Background: an optimization exercise with open tools, aiming at small area, a short achievable clock period and few clock cycles per item. Do not read the settings as production practice. Only simulation tests tie the RTL to the original design; equivalence was not proved. Power figures rest on the tool's default switching activity, not on a simulated workload.

==> flow/design.v <==
module magma_enc(
    input  clk,
    input  rst,
    input  start,
    input  [255:0] key,
    input  [63:0] block_in,
    output ready,
    output reg valid,
    output [31:0] data,
    output [31:0] data_out
);
localparam [511:0] SB0 = 512'h1f307d8e9b5a264cf0db74e1c5a93286069c471edaf2853bb9e35a076f4d128cc24be390d618a5f70e34187bac296fd573ad0b4fc19652e82bc96af43850de71;
localparam [511:0] SB1 = 512'hc1f307d8e9b5a2646f0db74e1c5a9328b069c471edaf2853cb9e35a076f4d1287c24be390d618a5f50e34187bac296fd873ad0b4fc19652e12bc96af43850de7;
reg [31:0] kr0, kr1, kr2, kr3, kr4, kr5, kr6, kr7;
reg [31:0] rk;
reg [31:0] a1, a0;
reg [4:0]  cnt;
reg        busy;
assign ready = !busy;
assign data_out = a0;
assign data     = a1;
wire [7:0]  gen, prop;
wire [31:0] t0, t1;
genvar n;
generate
    for (n = 0; n < 8; n = n + 1) begin : nib
        wire [3:0] x = a0[4*n+3:4*n];
        wire [3:0] k = rk[4*n+3:4*n];
        wire [3:0] gg = x & k;
        wire [3:0] tt = x | k;
        wire [3:0] pp = x ^ k;
        wire [3:0] s;
        assign s[0]  = pp[0];
        assign s[1]  = pp[1] ^ gg[0];
        assign s[2]  = pp[2] ^ (gg[1] | tt[1] & x[0] & k[0]);
        assign s[3]  = pp[3] ^ (gg[2] | tt[2] & x[1] & k[1] | tt[2] & tt[1] & x[0] & k[0]);
        assign gen[n]  = gg[3] | tt[3] & gg[2] | tt[3] & tt[2] & gg[1] | tt[3] & tt[2] & tt[1] & gg[0];
        assign prop[n] = gg[3] | tt[3] & gg[2] | tt[3] & tt[2] & gg[1] | tt[3] & tt[2] & tt[1] & tt[0];
        wire [63:0] row  = SB0[64*(7-n) +: 64];
        wire [63:0] row1 = SB1[64*(7-n) +: 64];
        assign t0[4*n+3:4*n] = row[4*s +: 4];
        assign t1[4*n+3:4*n] = row1[4*s +: 4];
    end
endgenerate
wire [7:0] cin;
assign cin[0] = 1'b0;
generate
    for (n = 1; n < 8; n = n + 1) begin : cy
        wire [n-1:0] term;
        genvar j;
        for (j = 0; j < n; j = j + 1) begin : tm
            if (j == n - 1) begin : last
                assign term[j] = gen[j];
            end else begin : mid
                assign term[j] = gen[j] & (&prop[n-1:j+1]);
            end
        end
        assign cin[n] = |term;
    end
endgenerate
wire [31:0] a1r = {a1[10:0], a1[31:11]};
wire [31:0] blr = {block_in[10:0], block_in[31:11]};
wire [31:0] v0 = busy ? (a1r ^ t0) : blr;
wire [31:0] v1 = busy ? (a1r ^ t1) : blr;
wire [31:0] sbx;
generate
    for (n = 0; n < 8; n = n + 1) begin : sel
        assign sbx[4*n+3:4*n] = cin[n] ? v1[4*n+3:4*n] : v0[4*n+3:4*n];
    end
endgenerate
wire [31:0] a0_next = {sbx[20:0], sbx[31:21]};
reg [31:0] rk_next;
always @(*) begin
    if (cnt < 5'd23)
        rk_next = kr1;
    else
        case (cnt[1:0])
            2'd3: rk_next = kr0;    
            2'd0: rk_next = kr6;    
            2'd1: rk_next = kr4;    
            default: rk_next = kr2;  
        endcase
end
always @(posedge clk) begin
    if (!busy) begin
        kr0 <= key[255:224];
        kr1 <= key[223:192];
        kr2 <= key[191:160];
        kr3 <= key[159:128];
        kr4 <= key[127:96];
        kr5 <= key[95:64];
        kr6 <= key[63:32];
        kr7 <= key[31:0];
        rk  <= key[255:224];
        a1  <= block_in[63:32];
        cnt <= 5'd0;
    end else begin
        kr0 <= kr1;
        kr1 <= kr2;
        kr2 <= kr3;
        kr3 <= kr4;
        kr4 <= kr5;
        kr5 <= kr6;
        kr6 <= kr7;
        kr7 <= kr0;
        rk  <= rk_next;
        a1  <= a0;
        cnt <= cnt + 5'd1;
    end
end
always @(posedge clk) begin
    a0 <= a0_next;
end
always @(posedge clk) begin
    if (rst) begin
        busy  <= 1'b0;
        valid <= 1'b0;
    end else begin
        valid <= busy && (cnt == 5'd31);
        if (!busy)
            busy <= start;
        else if (cnt == 5'd31)
            busy <= 1'b0;
    end
end
endmodule
export LEC_CHECK = 0
export ABC_AREA = 1
export CAP_MARGIN = 20
export CORE_MARGIN = 2
export CORE_UTILIZATION = 55
export CTS_CLUSTER_DIAMETER = 110
export CTS_CLUSTER_SIZE = 28
export PLACE_DENSITY = 0.7
export SETUP_SLACK_MARGIN = 3.8
export SLEW_MARGIN = 20
create_clock -name core_clock -period 6.0 [get_ports {clk}]
standard.sh (not shown) runs the stock make flow with config.mk's settings and CLKGATE_MAP_FILE= SYNTH_SCRIPT=/design/flow/synth_recipe.tcl, a recipe that flattens the netlist after the stock synthesis.
==> flow/flow/run.sh <==
#!/bin/bash
cp standard.sh standard_sh.txt
export BUFFER_PORTS_ARGS="-buffer_cell sky130_fd_sc_hd__buf_1"
bash standard.sh > standard.log 2>&1
The starting point completed without violations.
Testbench counts at the start, summed over its fixed seeds: cycles 25,344, items 768.
Change:
Settings changed: ABC_AREA 1 to default, CTS_CLUSTER_DIAMETER 110 to 100, CTS_CLUSTER_SIZE 28 to 24, GPL_ROUTABILITY_DRIVEN from default to 0, SETUP_SLACK_MARGIN 3.8 to 3.2.
The changed run ran to the end with no violations.
Clock skew goes up by 0.0038 ns.
Non-clock buffer count goes down by 69.
Worst setup slack got worse by 0.49 ns.
Final area goes down by 11%.
Power goes up by 1.3%.
Sequential power goes up by about 2%.
Hold slack improved by 0.021 ns.
Sequential share of layout area goes up by 3.4 points.
Utilization goes down by 3.0 points.
Flip-flop and latch count stays the same.
Change:
Settings changed: CTS_CLUSTER_DIAMETER 100 to 110, CTS_CLUSTER_SIZE 24 to 28, GPL_ROUTABILITY_DRIVEN 0 to default, SETUP_SLACK_MARGIN 3.2 to 3.1.
Result: Clock skew rose by 0.0066 ns. Die area does not change. Setup slack is worse by 0.069 ns. Combinational power fell by about 2%. Global-route usage fell by 0.24 points. Sequential power hardly moves. Power fell by about 1.9%. Non-clock buffer count fell by 1. Maximum frequency fell by 2.4%. Synthesized cell count is unchanged. Wire length rose by about 0.66%.
Change:
Settings changed: ABC_AREA from default to 1, CTS_CLUSTER_DIAMETER 110 to 100, CTS_CLUSTER_SIZE 28 to 24, SETUP_SLACK_MARGIN 3.1 to 3.75.
Routed wire length rose by about 32%.
Clock power rose by about 6%.
Synthesized area rose by 8.4%.
Fmax rose by 23%.
Setup slack is better by 0.54 ns.
Change:
Settings changed: ABC_AREA 1 to default, SETUP_SLACK_MARGIN 3.75 to 3.1.
The new run finished clean.
Worst hold slack improves by 0.032 ns.
Cell area went down by 9.5%.
Clock power went down by about 5%.
Core utilization fell by 1.8 points.
Global-route usage is lower by 6.0 points.
Sequential power rises by about 1%.
Change:
Settings changed: ABC_AREA from default to 1, SETUP_SLACK_MARGIN 3.1 to 3.65, TNS_END_PERCENT from default to 30.
Result: Worst setup slack is better by 0.48 ns; design area came out higher by 5.4%; routed wire length came out higher by 27%; via count came out higher by 44%; final cell count came out higher by 50%; combinational power came out lower by 12%; clock power barely changes; synthesized area came out higher by 8.4%; total power came out lower by 6.8%; utilization came out lower by 1.3 points; sequential power came out lower by about 1%.

-- separate check: timing with driven ports --
Ports are ideal in the flow. The routed layouts listed here were re-timed in OpenROAD. Step 1 (the two cells are an assumption about what drives the block):
set clk [get_ports {clk}]
set_driving_cell -lib_cell sky130_fd_sc_hd__clkbuf_16 $clk
set_driving_cell -lib_cell sky130_fd_sc_hd__buf_2 [delete_from_list [all_inputs] $clk]
Step 2 adds t to the input delays and takes it off the output delays; t is the mean of the earliest and latest rising clock arrival at the registers after step 1. Input paths then give back, and output paths get back, about the clock's delay inside the block. Slacks: ideal / step 1 / step 2; pairs: ideal / step 1.
run | t (ns) | setup slack, ns | worst register clock-pin slew, ns | worst data-port slew with drivers (ns)
the first run | 0.591 | 3.645 / 3.589 / 3.753 | 0.12 / 0.12 | 0.09
the second run | 0.577 | 3.159 / 3.106 / 3.185 | 0.10 / 0.10 | 0.08
the third run | 0.572 | 3.090 / 3.090 / 3.090 | 0.11 / 0.11 | 0.13
the fourth run | 0.579 | 3.630 / 3.578 / 3.781 | 0.10 / 0.10 | 0.13
the fifth run | 0.576 | 3.085 / 3.085 / 3.085 | 0.10 / 0.10 | 0.12
the sixth run | 0.575 | 3.569 / 3.514 / 3.659 | 0.10 / 0.10 | 0.08
After both steps every run listed still meets setup and hold.
